This is an optimization exercise on Yosys and OpenROAD, whose aim is small area and a short achievable clock period, not a production implementation. In this exercise RTL edits were held to simulation tests only and were not proved equivalent to the original. Power and IR drop assume default switching activity.

// hdc1080_readings_to_ascii
module hdc1080_readings_to_ascii(
    i_clk, i_srst,
    i_display_temp, i_display_humid,
    i_hygro_op_mode, i_hygro_display_mode,
    o_txt_ascii_line1, o_txt_ascii_line2);
input wire i_clk;
input wire i_srst;
input wire [15:0] i_display_temp;
input wire [15:0] i_display_humid;
input wire [0:0] i_hygro_op_mode;
input wire [2:0] i_hygro_display_mode;
output wire [(16*8-1):0] o_txt_ascii_line1;
output wire [(16*8-1):0] o_txt_ascii_line2;
function automatic [7:0] ascii_of_hdigit(input [3:0] v);
    ascii_of_hdigit = (v < 4'd10) ? {4'h3, v} : (8'h37 + {4'h0, v});
endfunction
function automatic [3:0] dig(input [3:0] a, input [2:0] b);
    dig = a - {b, 1'b0} - {b[0], 3'b000};
endfunction
function automatic [18:0] x5(input [15:0] x);
    reg [18:0] a, b;
    reg c;
    integer i;
    begin
        a = {3'b000, x};
        b = {1'b0, x, 2'b00};
        c = 1'b0;
        for (i = 0; i < 19; i = i + 1) begin
            x5[i] = a[i] ^ b[i] ^ c;
            c = (a[i] & b[i]) | (a[i] & c) | (b[i] & c);
        end
    end
endfunction
function automatic [19:0] x9(input [15:0] x);
  ...
For scale: about 9200 um^2 of cells after synthesis.
export LEC_CHECK = 0
export ABC_AREA = 1
export CAP_MARGIN = 20
export CORE_MARGIN = 2
export CORE_UTILIZATION = 40
export SLEW_MARGIN = 20
export SYNTH_HIERARCHICAL = 1
create_clock -name core_clock -period 17.0 [get_ports {i_clk}]
standard.sh (not shown) runs the stock make flow with config.mk's settings and CLKGATE_MAP_FILE= SYNTH_SCRIPT=/design/flow/synth_recipe.tcl, a recipe that flattens the netlist after the stock synthesis.
==> flow/flow/run.sh <==
#!/bin/bash
# Standard layout (standard.sh, with config.mk's settings) with these changes:
#  - synthesis leaves adders to ABC (no full/half adder cell extraction),
#  - ports are buffered with sky130_fd_sc_hd__buf_1,
#  - constant outputs share one tie cell per value,
#  - repair_timing aims for 12.5 ns of setup slack.
set -euo pipefail
bash standard.sh ADDER_MAP_FILE= 'BUFFER_PORTS_ARGS=-buffer_cell sky130_fd_sc_hd__buf_1' SETUP_SLACK_MARGIN=12.5 SKIP_REPAIR_TIE_FANOUT=1 finish > standard_flow.log 2>&1
Change:
--- a/flow/design.v
+++ b/flow/design.v
@@ -7,18 +7,21 @@
 input wire i_srst;
 input wire [15:0] i_display_temp;
 input wire [15:0] i_display_humid;
 input wire [0:0] i_hygro_op_mode;
 input wire [2:0] i_hygro_display_mode;
 output wire [(16*8-1):0] o_txt_ascii_line1;
 output wire [(16*8-1):0] o_txt_ascii_line2;
 function automatic [7:0] ascii_of_hdigit(input [3:0] v);
     ascii_of_hdigit = (v < 4'd10) ? {4'h3, v} : (8'h37 + {4'h0, v});
+endfunction
+function automatic [7:0] ascii_of_digit(input [3:0] v);
+    ascii_of_digit = {4'h3, v};
 endfunction
 function automatic [3:0] dig(input [3:0] a, input [2:0] b);
     dig = a - {b, 1'b0} - {b[0], 3'b000};
 endfunction
 function automatic [18:0] x5(input [15:0] x);
     reg [18:0] a, b;
     reg c;
     integer i;
     begin
@@ -106,32 +109,32 @@
 wire [3:0]  f_d0 = f_neg ? neg_code({1'b0, f_v0}) : f_v0;
 wire [18:0] h_q3 = x5(r_h);                               
 wire [17:0] h_q2 = x5({1'b0, h_q3[14:0]});                
 wire [16:0] h_q1 = x5({2'b00, h_q2[13:0]});               
 wire [15:0] h_q0 = x5({3'b000, h_q1[12:0]});              
 wire [3:0]  h_d3 = h_q3[18:15];
 wire [3:0]  h_d2 = h_q2[17:14];
 wire [3:0]  h_d1 = h_q1[16:13];
 wire [3:0]  h_d0 = h_q0[15:12];
-wire [7:0] s_c7  = (c_d4 == 4'h0) ? 8'h20 : ascii_of_hdigit(c_d4);
-wire [7:0] s_c8  = ((c_d4 == 4'h0) && (c_d3 == 4'h0)) ? 8'h20 : ascii_of_hdigit(c_d3);
-wire [7:0] s_c9  = ascii_of_hdigit(c_d2);
-wire [7:0] s_c11 = ascii_of_hdigit(c_d1);
-wire [7:0] s_c12 = ascii_of_hdigit(c_d0);
-wire [7:0] s_f7  = (f_d4 == 4'h0) ? 8'h20 : ascii_of_hdigit(f_d4);
+wire [7:0] s_c7  = (c_d4 == 4'h0) ? 8'h20 : ascii_of_digit(c_d4);
+wire [7:0] s_c8  = ((c_d4 == 4'h0) && (c_d3 == 4'h0)) ? 8'h20 : ascii_of_digit(c_d3);
+wire [7:0] s_c9  = ascii_of_digit(c_d2);
+wire [7:0] s_c11 = ascii_of_digit(c_d1);
+wire [7:0] s_c12 = ascii_of_digit(c_d0);
+wire [7:0] s_f7  = (f_d4 == 4'h0) ? 8'h20 : ascii_of_digit(f_d4);
 wire [7:0] s_f8  = ((f_d4 == 4'h0) && (f_d3 == 4'h0)) ? 8'h20 : ascii_of_hdigit(f_d3);
 wire [7:0] s_f9  = ascii_of_hdigit(f_d2);
 wire [7:0] s_f11 = ascii_of_hdigit(f_d1);
 wire [7:0] s_f12 = ascii_of_hdigit(f_d0);
-wire [7:0] s_h8  = (h_d3 == 4'h0) ? 8'h20 : ascii_of_hdigit(h_d3);
-wire [7:0] s_h9  = ascii_of_hdigit(h_d2);
-wire [7:0] s_h11 = ascii_of_hdigit(h_d1);
-wire [7:0] s_h12 = ascii_of_hdigit(h_d0);
+wire [7:0] s_h8  = (h_d3 == 4'h0) ? 8'h20 : ascii_of_digit(h_d3);
+wire [7:0] s_h9  = ascii_of_digit(h_d2);
+wire [7:0] s_h11 = ascii_of_digit(h_d1);
+wire [7:0] s_h12 = ascii_of_digit(h_d0);
 reg  [60:0] r_o;
 wire [60:0] s_o;
 hdc_sel u_sel (
     .i_op(i_hygro_op_mode[0]), .i_dm(i_hygro_display_mode),
     .i_c7(s_c7), .i_c8(s_c8), .i_c9(s_c9), .i_c11(s_c11), .i_c12(s_c12),
     .i_f7(s_f7), .i_f8(s_f8), .i_f9(s_f9), .i_f11(s_f11), .i_f12(s_f12),
     .i_h8(s_h8), .i_h9(s_h9), .i_h11(s_h11), .i_h12(s_h12),
     .o_d(s_o));
 always @(posedge i_clk) r_o <= s_o;
Effect: The changed run completed with no timing, DRC or antenna violations; clock-buffer cell count rises by 1; sequential power hardly moves; worst setup slack loses 0.018 ns; via count is higher slightly; clock power goes down by roughly a tenth; utilization decreases by 0.75 points; total power shrinks by a few percent; sequential share of layout area grows by 0.33 points; cell count came out lower slightly.

========
Setup of run 2:
Starting RTL as in the previous note.
Settings: LEC_CHECK=0, ABC_AREA=1, CAP_MARGIN=20, CORE_MARGIN=2, CORE_UTILIZATION=65, SLEW_MARGIN=20, SYNTH_HIERARCHICAL=1; clock period 17.0 ns.
==> flow/flow/run.sh <==
#!/bin/bash
# Standard layout (standard.sh, with config.mk's settings) with these changes:
#  - synthesis is the standard flow's script with ABC mapping by flow/abc.script (dc2
#    restructuring, then area-oriented mapping twice), and adders are left to
#    ABC (no full/half adder cell extraction),
#  - ports are buffered with sky130_fd_sc_hd__buf_1,
#  - constant outputs share one tie cell per value,
#  - repair_timing aims for 12.5 ns of setup slack.
set -euo pipefail
W=$PWD
export FLOW_ABC_SCRIPT=$W/flow/abc.script
bash standard.sh SYNTH_SCRIPT=$W/flow/synth.tcl ADDER_MAP_FILE= \
  'BUFFER_PORTS_ARGS=-buffer_cell sky130_fd_sc_hd__buf_1' \
  SETUP_SLACK_MARGIN=12.5 SKIP_REPAIR_TIE_FANOUT=1 finish > standard_flow.log 2>&1
==> flow/flow/abc.script <==
strash
dc2
dch
map -B 0.9
strash
dch
map -B 0.9
topo
stime -c
buffer -c
upsize -c
dnsize -c
==> flow/flow/synth.tcl <==
# The standard flow's synthesis script (synth_recipe.tcl), with ABC run on this flow's own
# mapping script (flow/abc.script) in place of ORFS's.
proc synth {args} { yosys synth -nofsm -noshare {*}$args }
proc abc {args} {
  set i [lsearch -exact $args -script]
  if {$i >= 0} { lset args [expr {$i + 1}] $::env(FLOW_ABC_SCRIPT) }
  yosys abc {*}$args
}
source $::env(SCRIPTS_DIR)/synth.tcl
# left out here: clear keep_hierarchy, flatten, clean up, hide names made inside functions, write 1_2_yosys.v
The following lists how run 1 was set up differently from run 2:
--- a/flow/design.v
+++ b/flow/design.v
@@ -4,24 +4,27 @@
     i_hygro_op_mode, i_hygro_display_mode,
     o_txt_ascii_line1, o_txt_ascii_line2);
 input wire i_clk;
 input wire i_srst;
 input wire [15:0] i_display_temp;
 input wire [15:0] i_display_humid;
 input wire [0:0] i_hygro_op_mode;
 input wire [2:0] i_hygro_display_mode;
 output wire [(16*8-1):0] o_txt_ascii_line1;
 output wire [(16*8-1):0] o_txt_ascii_line2;
 function automatic [7:0] ascii_of_hdigit(input [3:0] v);
     ascii_of_hdigit = (v < 4'd10) ? {4'h3, v} : (8'h37 + {4'h0, v});
+endfunction
+function automatic [7:0] ascii_of_digit(input [3:0] v);
+    ascii_of_digit = {4'h3, v};
 endfunction
 function automatic [3:0] dig(input [3:0] a, input [2:0] b);
     dig = a - {b, 1'b0} - {b[0], 3'b000};
 endfunction
 function automatic [18:0] x5(input [15:0] x);
     reg [18:0] a, b;
     reg c;
     integer i;
     begin
         a = {3'b000, x};
         b = {1'b0, x, 2'b00};
         c = 1'b0;
@@ -103,38 +106,38 @@
 wire [3:0]  f_d3 = f_neg ? f_n3 : f_p3d;
 wire [3:0]  f_d2 = f_neg ? neg_code(f_v2 + f_b1) : f_v2;
 wire [3:0]  f_d1 = f_neg ? neg_code(f_v1 + f_b0) : f_v1;
 wire [3:0]  f_d0 = f_neg ? neg_code({1'b0, f_v0}) : f_v0;
 wire [18:0] h_q3 = x5(r_h);                               
 wire [17:0] h_q2 = x5({1'b0, h_q3[14:0]});                
 wire [16:0] h_q1 = x5({2'b00, h_q2[13:0]});               
 wire [15:0] h_q0 = x5({3'b000, h_q1[12:0]});              
 wire [3:0]  h_d3 = h_q3[18:15];
 wire [3:0]  h_d2 = h_q2[17:14];
 wire [3:0]  h_d1 = h_q1[16:13];
 wire [3:0]  h_d0 = h_q0[15:12];
-wire [7:0] s_c7  = (c_d4 == 4'h0) ? 8'h20 : ascii_of_hdigit(c_d4);
-wire [7:0] s_c8  = ((c_d4 == 4'h0) && (c_d3 == 4'h0)) ? 8'h20 : ascii_of_hdigit(c_d3);
-wire [7:0] s_c9  = ascii_of_hdigit(c_d2);
-wire [7:0] s_c11 = ascii_of_hdigit(c_d1);
-wire [7:0] s_c12 = ascii_of_hdigit(c_d0);
-wire [7:0] s_f7  = (f_d4 == 4'h0) ? 8'h20 : ascii_of_hdigit(f_d4);
+wire [7:0] s_c7  = (c_d4 == 4'h0) ? 8'h20 : ascii_of_digit(c_d4);
+wire [7:0] s_c8  = ((c_d4 == 4'h0) && (c_d3 == 4'h0)) ? 8'h20 : ascii_of_digit(c_d3);
+wire [7:0] s_c9  = ascii_of_digit(c_d2);
+wire [7:0] s_c11 = ascii_of_digit(c_d1);
+wire [7:0] s_c12 = ascii_of_digit(c_d0);
+wire [7:0] s_f7  = (f_d4 == 4'h0) ? 8'h20 : ascii_of_digit(f_d4);
 wire [7:0] s_f8  = ((f_d4 == 4'h0) && (f_d3 == 4'h0)) ? 8'h20 : ascii_of_hdigit(f_d3);
 wire [7:0] s_f9  = ascii_of_hdigit(f_d2);
 wire [7:0] s_f11 = ascii_of_hdigit(f_d1);
 wire [7:0] s_f12 = ascii_of_hdigit(f_d0);
-wire [7:0] s_h8  = (h_d3 == 4'h0) ? 8'h20 : ascii_of_hdigit(h_d3);
-wire [7:0] s_h9  = ascii_of_hdigit(h_d2);
-wire [7:0] s_h11 = ascii_of_hdigit(h_d1);
-wire [7:0] s_h12 = ascii_of_hdigit(h_d0);
+wire [7:0] s_h8  = (h_d3 == 4'h0) ? 8'h20 : ascii_of_digit(h_d3);
+wire [7:0] s_h9  = ascii_of_digit(h_d2);
+wire [7:0] s_h11 = ascii_of_digit(h_d1);
+wire [7:0] s_h12 = ascii_of_digit(h_d0);
 reg  [60:0] r_o;
 wire [60:0] s_o;
 hdc_sel u_sel (
     .i_op(i_hygro_op_mode[0]), .i_dm(i_hygro_display_mode),
     .i_c7(s_c7), .i_c8(s_c8), .i_c9(s_c9), .i_c11(s_c11), .i_c12(s_c12),
     .i_f7(s_f7), .i_f8(s_f8), .i_f9(s_f9), .i_f11(s_f11), .i_f12(s_f12),
     .i_h8(s_h8), .i_h9(s_h9), .i_h11(s_h11), .i_h12(s_h12),
     .o_d(s_o));
 always @(posedge i_clk) r_o <= s_o;
 assign o_txt_ascii_line1 = {
     1'b0, r_o[39], ~r_o[39], r_o[1], r_o[19], r_o[1], 1'b0, r_o[19],
     1'b0, r_o[39], 1'b1, 1'b0, 1'b0, r_o[39], 1'b0, r_o[1],
Results
- Run 1 finished every stage and its layout cleared the timing, design-rule and antenna checks.
- Wire: run 1 routes more than run 2
- Relative to run 2, the sequential share of layout area of run 1 is higher by 0.15 points.
- Lower global-route usage among run 1 and run 2: run 2
- Against run 2, placement-stage worst setup slack in run 1 came out worse.
- Of run 1 and run 2, run 2 shows the higher overall power after layout, with run 1 below it.

[what the ideal ports hide]
No port has a modelled driver above. Below, the same layouts with a new extraction and two added sets of constraints.
Step 1 sets driving cells, clkbuf_16 on the clock port and buf_2 on the other inputs (assumed; they add their load-dependent delay and slew).
Step 2, shift: input delay + t, output delay - t, t = (earliest + latest rising clock arrival at the registers) / 2. This alone moves slack from input paths to output paths.
a / b / c = ideal ports / drivers / drivers and shift; a / b = the first two.
run | shift t [ns] | slack for setup (ns) | worst hold slack (ns) | worst data-port slew with drivers (ns) | cell pins on the clock port's net
the first run of note 1 | 0.397 | 12.591 / 12.547 / 12.238 | 0.643 / 0.643 / 0.643 | 0.09 | 1
the second run of note 1 | 0.403 | 12.573 / 12.525 / 12.213 | 0.667 / 0.667 / 0.667 | 0.11 | 1
run 2 | 0.398 | 12.544 / 12.501 / 12.315 | 0.593 / 0.593 / 0.593 | 0.10 | 1
run 1 | 0.401 | 12.531 / 12.489 / 12.319 | 0.594 / 0.594 / 0.594 | 0.08 | 1
After both steps every run listed still meets setup and hold. For the second run of note 1, which loses most, drivers alone change the setup slack by -0.048 ns; drivers and shift together by -0.360 ns.
